This is an optimization exercise on Yosys and OpenROAD, whose aim is small area, a short achievable clock period and few clock cycles per item, not a production implementation. Function was checked by simulation only, so behaviour that the tests miss may differ from the original.

Setup of P:
==> flow/design.v <==
module lzc #(
  parameter int unsigned WIDTH = 2,
  parameter bit          MODE  = 1'b0,   
  parameter int unsigned CNT_WIDTH = (WIDTH > 1) ? $clog2(WIDTH) : 1
) (
  input  logic [WIDTH-1:0]     in_i,
  output logic [CNT_WIDTH-1:0] cnt_o,
  output logic                 empty_o
);
  always_comb begin
    cnt_o = '0;
    if (MODE) begin
      for (int i = 0; i < WIDTH; i++) begin
        if (in_i[i]) cnt_o = CNT_WIDTH'(WIDTH - 1 - i);
      end
    end else begin
      for (int i = WIDTH - 1; i >= 0; i--) begin
        if (in_i[i]) cnt_o = CNT_WIDTH'(i);
      end
    end
  end
  assign empty_o = ~(|in_i);
endmodule
module stream_arbiter #(
  parameter int unsigned DW    = 32,
  parameter int unsigned N_INP = 2
) (
  input  logic                   clk_i,
  input  logic                   rst_ni,
  input  logic [N_INP*DW-1:0]    inp_data_i,
  input  logic [N_INP-1:0]       inp_valid_i,
  output logic [N_INP-1:0]       inp_ready_o,
  output logic [DW-1:0]          oup_data_o,
  output logic                   oup_valid_o,
  input  logic                   oup_ready_i
);
  logic lock_q, lock_d;    
  logic sel_q;             
  logic sel;
  assign sel = lock_q ? sel_q : inp_valid_i[1];
  assign oup_valid_o = inp_valid_i[sel];
  assign oup_data_o  = sel ? inp_data_i[2*DW-1:DW] : inp_data_i[DW-1:0];
  assign inp_ready_o[0] = oup_ready_i & ~sel;
  assign inp_ready_o[1] = oup_ready_i & sel;
  assign lock_d = oup_valid_o & ~oup_ready_i;
  always_ff @(posedge clk_i or negedge rst_ni) begin
    if (!rst_ni) begin
      lock_q <= 1'b0;
      sel_q  <= 1'b0;
    end else begin
      lock_q <= lock_d;
      sel_q  <= sel;
    end
  end
endmodule
module snitch_shared_muldiv #(
  parameter int unsigned IdWidth = 8,
  parameter int unsigned DataWidth = 32
) (
  input  logic                 clk_i,
  input  logic                 rst_ni,
  input  logic [31:0]          acc_qaddr_i,   
  input  logic [IdWidth-1:0]   acc_qid_i,
  input  logic [31:0]          acc_qdata_op_i,   
  input  logic [DataWidth-1:0] acc_qdata_arga_i,
  input  logic [DataWidth-1:0] acc_qdata_argb_i,
  input  logic [DataWidth-1:0] acc_qdata_argc_i,
  input  logic                 acc_qvalid_i,
  output logic                 acc_qready_o,
  output logic [DataWidth-1:0] acc_pdata_o,
  output logic [IdWidth-1:0]   acc_pid_o,
  output logic                 acc_perror_o,
  output logic                 acc_pvalid_o,
  input  logic                 acc_pready_i
);
  logic st_nega_q, st_norm_q, st_shift_q, st_dstep_q, st_mstep_q, st_fix_q, st_resp_q;
  logic idle;
  assign idle = ~(st_nega_q | st_norm_q | st_shift_q | st_dstep_q | st_mstep_q |
                  st_fix_q | st_resp_q);
  logic [2:0] f3;
  assign f3 = acc_qdata_op_i[14:12];
  logic in_div, in_sdiv, in_negA, in_negB;
  assign in_div  = f3[2];
  assign in_sdiv = f3[2] & ~f3[0];                         
  assign in_negA = in_sdiv & acc_qdata_arga_i[31];
  assign in_negB = in_sdiv & acc_qdata_argb_i[31];
  logic div_q, rem_q, negA_q, negB_q, sa_q, sb_q, outh_q, bzero_q, xtra_q, mext_q;
  logic [IdWidth-1:0] id_q;
  logic [33:0] H_q;    
  logic [31:0] L_q;    
  logic [32:0] M_q;    
  logic [4:0]  cnt_q;  
  logic [4:0]  ksh_q;  
  logic        xsel_h, xsel_l, invx, one0, two0, inv0, cin0, one1, two1, inv1;
  logic        n_xh, n_xl, n_invx, n_one0, n_two0, n_inv0, n_cin0, n_one1, n_two1, n_inv1;
  logic [36:0] xop, y0, y1, csa_s, csa_c, sum;
  logic [36:0] msx;
  assign msx = {{4{M_q[32]}}, M_q};
  assign xop = (({37{xsel_h}} & {{3{H_q[33]}}, H_q}) | ({37{xsel_l}} & {5'b0, L_q})) ^ {37{invx}};
  assign y0  = (({37{one0}} & msx) | ({37{two0}} & {msx[35:0], 1'b0})) ^ {37{inv0}};
  assign y1  = (({37{one1}} & {msx[34:0], 2'b0}) | ({37{two1}} & {msx[33:0], 3'b0})) ^ {37{inv1}};
  assign csa_s = xop ^ y0 ^ y1;
  assign csa_c = {(xop[35:0] & y0[35:0]) | (xop[35:0] & y1[35:0]) | (y0[35:0] & y1[35:0]), inv1};
  assign sum = csa_s + csa_c + {36'b0, cin0};
  logic        xa, xb;
  logic [4:0]  za, zb;
  logic        za_empty, zb_empty;
  assign xa = ~div_q & sa_q & H_q[31];
  assign xb = div_q ? negB_q : (sb_q & L_q[31]);
  lzc #(.WIDTH(32), .MODE(1'b1)) i_lzc_a (.in_i(H_q[31:0] ^ {32{xa}}), .cnt_o(za), .empty_o(za_empty));
  lzc #(.WIDTH(32), .MODE(1'b1)) i_lzc_b (.in_i(L_q ^ {32{xb}}), .cnt_o(zb), .empty_o(zb_empty));
  logic [5:0] za6, zb6;
  assign za6 = za_empty ? 6'd32 : {1'b0, za};
  assign zb6 = zb_empty ? 6'd32 : {1'b0, zb};
  logic [5:0] sdiff;
  logic       bzero;
  assign sdiff = (zb_empty ? 6'd31 : {1'b0, zb}) - za6;
  assign bzero = zb_empty & ~negB_q;
  logic       swap;
  logic [5:0] zmin;
  logic [3:0] nstep;    
  assign swap  = za6 > zb6;
  assign zmin  = swap ? za6 : zb6;
  assign nstep = (zmin < 6'd3) ? 4'd8 : 4'((6'd36 - zmin) >> 2);
  logic [31:0] fhi, flo, fout;
  logic [4:0]  fk;
  assign fk  = ksh_q;
  always_comb begin
    if (st_shift_q) begin             
      fhi = {1'b0, L_q[31:1]};
      flo = {L_q[0], 31'b0};
    end else if (outh_q) begin        
      fhi = {32{H_q[33]}};
      flo = H_q[31:0];
    end else begin                    
      fhi = H_q[31:0];
      flo = L_q;
    end
  end
  logic [47:0] f16;
  logic [39:0] f8;
  logic [35:0] f4;
  logic [33:0] f2;
  assign f16  = fk[4] ? {fhi, flo[31:16]}       : {fhi[15:0], flo};
  assign f8   = fk[3] ? f16[47:8]               : f16[39:0];
  assign f4   = fk[2] ? f8[39:4]                : f8[35:0];
  assign f2   = fk[1] ? f4[35:2]                : f4[33:0];
  assign fout = fk[0] ? f2[32:1]                : f2[31:0];
  logic last_cnt;
  assign last_cnt = (cnt_q == 5'd0);
  logic negq;
  assign negq = negA_q ^ negB_q;
  assign acc_qready_o = idle;
  assign acc_pvalid_o = st_resp_q;
  assign acc_perror_o = 1'b0;
  assign acc_pid_o    = id_q;
  assign acc_pdata_o  = fout;
  logic qbit;
  assign qbit = ~sum[36];
  logic n_nega, n_norm, n_shift, n_dstep, n_mstep, n_fix, n_resp;
  logic [4:0] nb;   
  always_comb begin
    n_xh = 1'b0; n_xl = 1'b0; n_invx = 1'b0;
    n_one0 = 1'b0; n_two0 = 1'b0; n_inv0 = 1'b0; n_cin0 = 1'b0;
    n_one1 = 1'b0; n_two1 = 1'b0; n_inv1 = 1'b0;
    if (st_norm_q) nb = {swap ? H_q[3:0] : L_q[3:0], 1'b0};
    else if (last_cnt) nb = {4'b0000, L_q[3]};    
    else nb = L_q[7:3];
    if (n_mstep) begin
      n_xh   = 1'b1;
      n_inv0 = nb[2]; n_cin0 = nb[2];
      n_one0 = nb[1] ^ nb[0];
      n_two0 = (nb[2] & ~nb[1] & ~nb[0]) | (~nb[2] & nb[1] & nb[0]);
      n_inv1 = nb[4];
      n_one1 = nb[3] ^ nb[2];
      n_two1 = (nb[4] & ~nb[3] & ~nb[2]) | (~nb[4] & nb[3] & nb[2]);
    end
    if (n_dstep) begin
      n_xh = 1'b1; n_one0 = 1'b1; n_inv0 = ~negB_q; n_cin0 = ~negB_q;
    end
    if (n_nega) begin
      n_xh = 1'b1; n_invx = 1'b1; n_cin0 = 1'b1;
    end
    if (n_fix) begin
      if (rem_q) begin
        n_xh = 1'b1; n_invx = negA_q; n_cin0 = negA_q;
      end else if (st_norm_q & bzero) begin
        n_inv0 = 1'b1;   
      end else begin
        n_xl = 1'b1; n_invx = 1'b1; n_cin0 = 1'b1;
      end
    end
  end
  always_comb begin
    n_nega = 1'b0; n_norm = 1'b0; n_shift = 1'b0; n_dstep = 1'b0;
    n_mstep = 1'b0; n_fix = 1'b0; n_resp = 1'b0;
    if (idle & acc_qvalid_i) begin
      if (in_negA) n_nega = 1'b1;
      else n_norm = 1'b1;
    end
    if (st_nega_q) n_norm = 1'b1;
    if (st_norm_q) begin
      if (!div_q) n_mstep = 1'b1;
      else if (bzero) begin
        if (rem_q ? negA_q : 1'b1) n_fix = 1'b1;
        else n_resp = 1'b1;
      end else if (sdiff[5]) begin
        if (rem_q & negA_q) n_fix = 1'b1;
        else n_resp = 1'b1;
      end else n_shift = 1'b1;
    end
    if (st_shift_q) n_dstep = 1'b1;
    if (st_dstep_q) begin
      if (!last_cnt) n_dstep = 1'b1;
      else if (rem_q ? negA_q : negq) n_fix = 1'b1;
      else n_resp = 1'b1;
    end
    if (st_mstep_q) begin
      if (~xtra_q & (~last_cnt | mext_q)) n_mstep = 1'b1;
      else n_resp = 1'b1;
    end
    if (st_fix_q) n_resp = 1'b1;
    if (st_resp_q & ~acc_pready_i) n_resp = 1'b1;
  end
  always_ff @(posedge clk_i) begin
    xsel_h <= n_xh; xsel_l <= n_xl; invx <= n_invx;
    one0 <= n_one0; two0 <= n_two0; inv0 <= n_inv0; cin0 <= n_cin0;
    one1 <= n_one1; two1 <= n_two1; inv1 <= n_inv1;
  end
  always_ff @(posedge clk_i or negedge rst_ni) begin
    if (!rst_ni) begin
      st_nega_q <= 1'b0; st_norm_q <= 1'b0; st_shift_q <= 1'b0; st_dstep_q <= 1'b0;
      st_mstep_q <= 1'b0; st_fix_q <= 1'b0; st_resp_q <= 1'b0;
    end else begin
      st_nega_q <= n_nega; st_norm_q <= n_norm; st_shift_q <= n_shift; st_dstep_q <= n_dstep;
      st_mstep_q <= n_mstep; st_fix_q <= n_fix; st_resp_q <= n_resp;
    end
  end
  always_ff @(posedge clk_i) begin
    if (idle) begin
      id_q    <= acc_qid_i;
      div_q   <= in_div;
      rem_q   <= f3[1];
      negA_q  <= in_negA;
      negB_q  <= in_negB;
      sa_q    <= ~f3[1] | ~f3[0];                  
      sb_q    <= ~f3[1];                           
      outh_q  <= in_div ? f3[1] : (f3[1] | f3[0]);   
      H_q     <= {{2{in_negA}}, acc_qdata_arga_i};
      L_q     <= acc_qdata_argb_i;
      M_q     <= {acc_qdata_arga_i[31] & (~f3[1] | ~f3[0]), acc_qdata_arga_i};
    end
    if (st_nega_q) H_q <= sum[33:0];
    if (st_norm_q) begin
      if (div_q) begin
        cnt_q   <= sdiff[4:0];
        ksh_q   <= (bzero | sdiff[5]) ? 5'd0 : ~sdiff[4:0];
        bzero_q <= bzero;
        if (bzero | sdiff[5]) L_q <= '0;
      end else begin
        cnt_q   <= {1'b0, nstep - 4'd1};
        ksh_q   <= {3'(4'd8 - nstep), 2'b00};
        mext_q  <= (zmin == 6'd0);
        xtra_q  <= 1'b0;
        H_q     <= '0;
        if (swap) begin
          L_q <= H_q[31:0];
          M_q <= {L_q[31] & sb_q, L_q};
        end
      end
    end
    if (st_shift_q) begin
      M_q <= {negB_q, fout};
      L_q <= '0;
      ksh_q <= 5'd0;
    end
    if (st_dstep_q) begin
      if (qbit) H_q <= sum[33:0];
      L_q   <= {L_q[30:0], qbit};
      M_q   <= {M_q[32], M_q[32:1]};
      cnt_q <= cnt_q - 5'd1;
    end
    if (st_mstep_q) begin
      if (xtra_q) begin
        H_q <= sum[33:0];
      end else begin
        H_q     <= {sum[36], sum[36:4]};
        L_q     <= {sum[3:0], L_q[31:4]};
        cnt_q   <= cnt_q - 5'd1;
        if (last_cnt) xtra_q <= 1'b1;
      end
    end
    if (st_fix_q) begin
      if (rem_q) H_q <= sum[33:0];
      else L_q <= sum[31:0];
    end
  end
endmodule
clock: 11.0 ns
lec_check: 0
abc_area: 1
cap_margin: 20
core_margin: 2
core_utilization: 40
setup_slack_margin: 5
slew_margin: 20
run.sh (not shown) runs the stock make flow with config.mk's settings and CLKGATE_MAP_FILE= SYNTH_SCRIPT=/design/flow/synth_recipe.tcl, a recipe that flattens the netlist after the stock synthesis.
Testbench counts of P, summed over its fixed seeds: cycles 68,118, ops 8,000.
Changes in Q relative to P:
diff --git a/flow/design.v b/flow/design.v
--- a/flow/design.v
+++ b/flow/design.v
@@ -74,8 +74,10 @@
   input  logic                 acc_pready_i
 );
-  logic st_nega_q, st_norm_q, st_shift_q, st_dstep_q, st_mstep_q, st_fix_q, st_resp_q;
+  logic st_nega_q, st_norm_q, st_shift_q, st_dstep_q, st_mstep_q, st_fix_q, st_done_q;
+  logic        out_free;
+  assign out_free = acc_pready_i;
   logic idle;
-  assign idle = ~(st_nega_q | st_norm_q | st_shift_q | st_dstep_q | st_mstep_q |
-                  st_fix_q | st_resp_q);
+  logic busy_q;   
+  assign idle = ~busy_q | (st_done_q & out_free);
   logic [2:0] f3;
   assign f3 = acc_qdata_op_i[14:12];
@@ -152,11 +154,11 @@
   assign negq = negA_q ^ negB_q;
   assign acc_qready_o = idle;
-  assign acc_pvalid_o = st_resp_q;
+  assign acc_pvalid_o = st_done_q;
   assign acc_perror_o = 1'b0;
   assign acc_pid_o    = id_q;
-  assign acc_pdata_o  = fout;
+  assign acc_pdata_o  = f4[31:0];
   logic qbit;
   assign qbit = ~sum[36];
-  logic n_nega, n_norm, n_shift, n_dstep, n_mstep, n_fix, n_resp;
+  logic n_nega, n_norm, n_shift, n_dstep, n_mstep, n_fix, n_done;
   logic [4:0] nb;   
   always_comb begin
@@ -194,5 +196,5 @@
   always_comb begin
     n_nega = 1'b0; n_norm = 1'b0; n_shift = 1'b0; n_dstep = 1'b0;
-    n_mstep = 1'b0; n_fix = 1'b0; n_resp = 1'b0;
+    n_mstep = 1'b0; n_fix = 1'b0; n_done = 1'b0;
     if (idle & acc_qvalid_i) begin
       if (in_negA) n_nega = 1'b1;
@@ -204,8 +206,8 @@
       else if (bzero) begin
         if (rem_q ? negA_q : 1'b1) n_fix = 1'b1;
-        else n_resp = 1'b1;
+        else n_done = 1'b1;
       end else if (sdiff[5]) begin
         if (rem_q & negA_q) n_fix = 1'b1;
-        else n_resp = 1'b1;
+        else n_done = 1'b1;
       end else n_shift = 1'b1;
     end
@@ -214,12 +216,12 @@
       if (!last_cnt) n_dstep = 1'b1;
       else if (rem_q ? negA_q : negq) n_fix = 1'b1;
-      else n_resp = 1'b1;
+      else n_done = 1'b1;
     end
     if (st_mstep_q) begin
       if (~xtra_q & (~last_cnt | mext_q)) n_mstep = 1'b1;
-      else n_resp = 1'b1;
+      else n_done = 1'b1;
     end
-    if (st_fix_q) n_resp = 1'b1;
-    if (st_resp_q & ~acc_pready_i) n_resp = 1'b1;
+    if (st_fix_q) n_done = 1'b1;
+    if (st_done_q & ~out_free) n_done = 1'b1;
   end
   always_ff @(posedge clk_i) begin
@@ -231,8 +233,10 @@
     if (!rst_ni) begin
       st_nega_q <= 1'b0; st_norm_q <= 1'b0; st_shift_q <= 1'b0; st_dstep_q <= 1'b0;
-      st_mstep_q <= 1'b0; st_fix_q <= 1'b0; st_resp_q <= 1'b0;
+      st_mstep_q <= 1'b0; st_fix_q <= 1'b0; st_done_q <= 1'b0;
+      busy_q <= 1'b0;
     end else begin
       st_nega_q <= n_nega; st_norm_q <= n_norm; st_shift_q <= n_shift; st_dstep_q <= n_dstep;
-      st_mstep_q <= n_mstep; st_fix_q <= n_fix; st_resp_q <= n_resp;
+      st_mstep_q <= n_mstep; st_fix_q <= n_fix; st_done_q <= n_done;
+      busy_q <= n_nega | n_norm | n_shift | n_dstep | n_mstep | n_fix | n_done;
     end
   end
@@ -292,6 +296,6 @@
     end
     if (st_fix_q) begin
-      if (rem_q) H_q <= sum[33:0];
-      else L_q <= sum[31:0];
+      H_q    <= sum[33:0];
+      outh_q <= 1'b1;
     end
   end
==> summary.txt <==
Q went all the way through the flow, and no timing, DRC or antenna check failed.
Compared Q against P; multi-input combinational gate total within noise.
Q vs P, highest metal layer with signal wires: met4 vs met5
On compound-gate portion of the synthesized area, the lower figure sits with Q, not P.
P → Q: number of library cell types mapped by synthesis now sits higher; layout overhead on the synthesized area down 2.6 points; total routing resource utilization after global routing shows a reduction of 2.0 points; fill cell instance count of the final layout closely matched the old numbers.
From P to Q the numbers moved as follows: number of nets in the layout dropped 2.2%, amount of wire on met2 after detailed routing shrank by 5.3%, number of buffers on the longest clock path shows no meaningful change.
Per the comparison of Q with P, multi-input combinational cell area now smaller; largest net degree at the start of global routing now larger.
Testbench counts of Q, summed over its fixed seeds: cycles 60,126, ops 8,000.

## static timing again, ports no longer ideal
In the flow no input, the clock included, has a driving cell. The finished layouts below were timed again as built, in two steps. Step 1 (the two cells are an assumption about what drives the block):
set clk [get_ports {clk_i}]
set_driving_cell -lib_cell sky130_fd_sc_hd__clkbuf_16 $clk
set_driving_cell -lib_cell sky130_fd_sc_hd__buf_2 [delete_from_list [all_inputs] $clk]
Step 2 moves the port delays by t, midway between the first and last clock arrival at a register: inputs arrive t later, outputs are due t later. That takes back most of the time a late clock gives input paths. a / b / c = ideal ports / drivers / drivers and shift; a / b = the first two.
run	shift t [ns]	setup slack, ns	hold WS [ns]	cell pins on the clock port's net
P	0.528	5.067 / 5.010 / 5.071	0.510 / 0.510 / 0.510	1
Q	0.517	5.070 / 5.012 / 5.067	0.530 / 0.530 / 0.530	1
After both steps every run listed still meets setup and hold. The setup slack of Q, which loses most, moves by -0.058 ns with the drivers and by -0.003 ns with both steps.
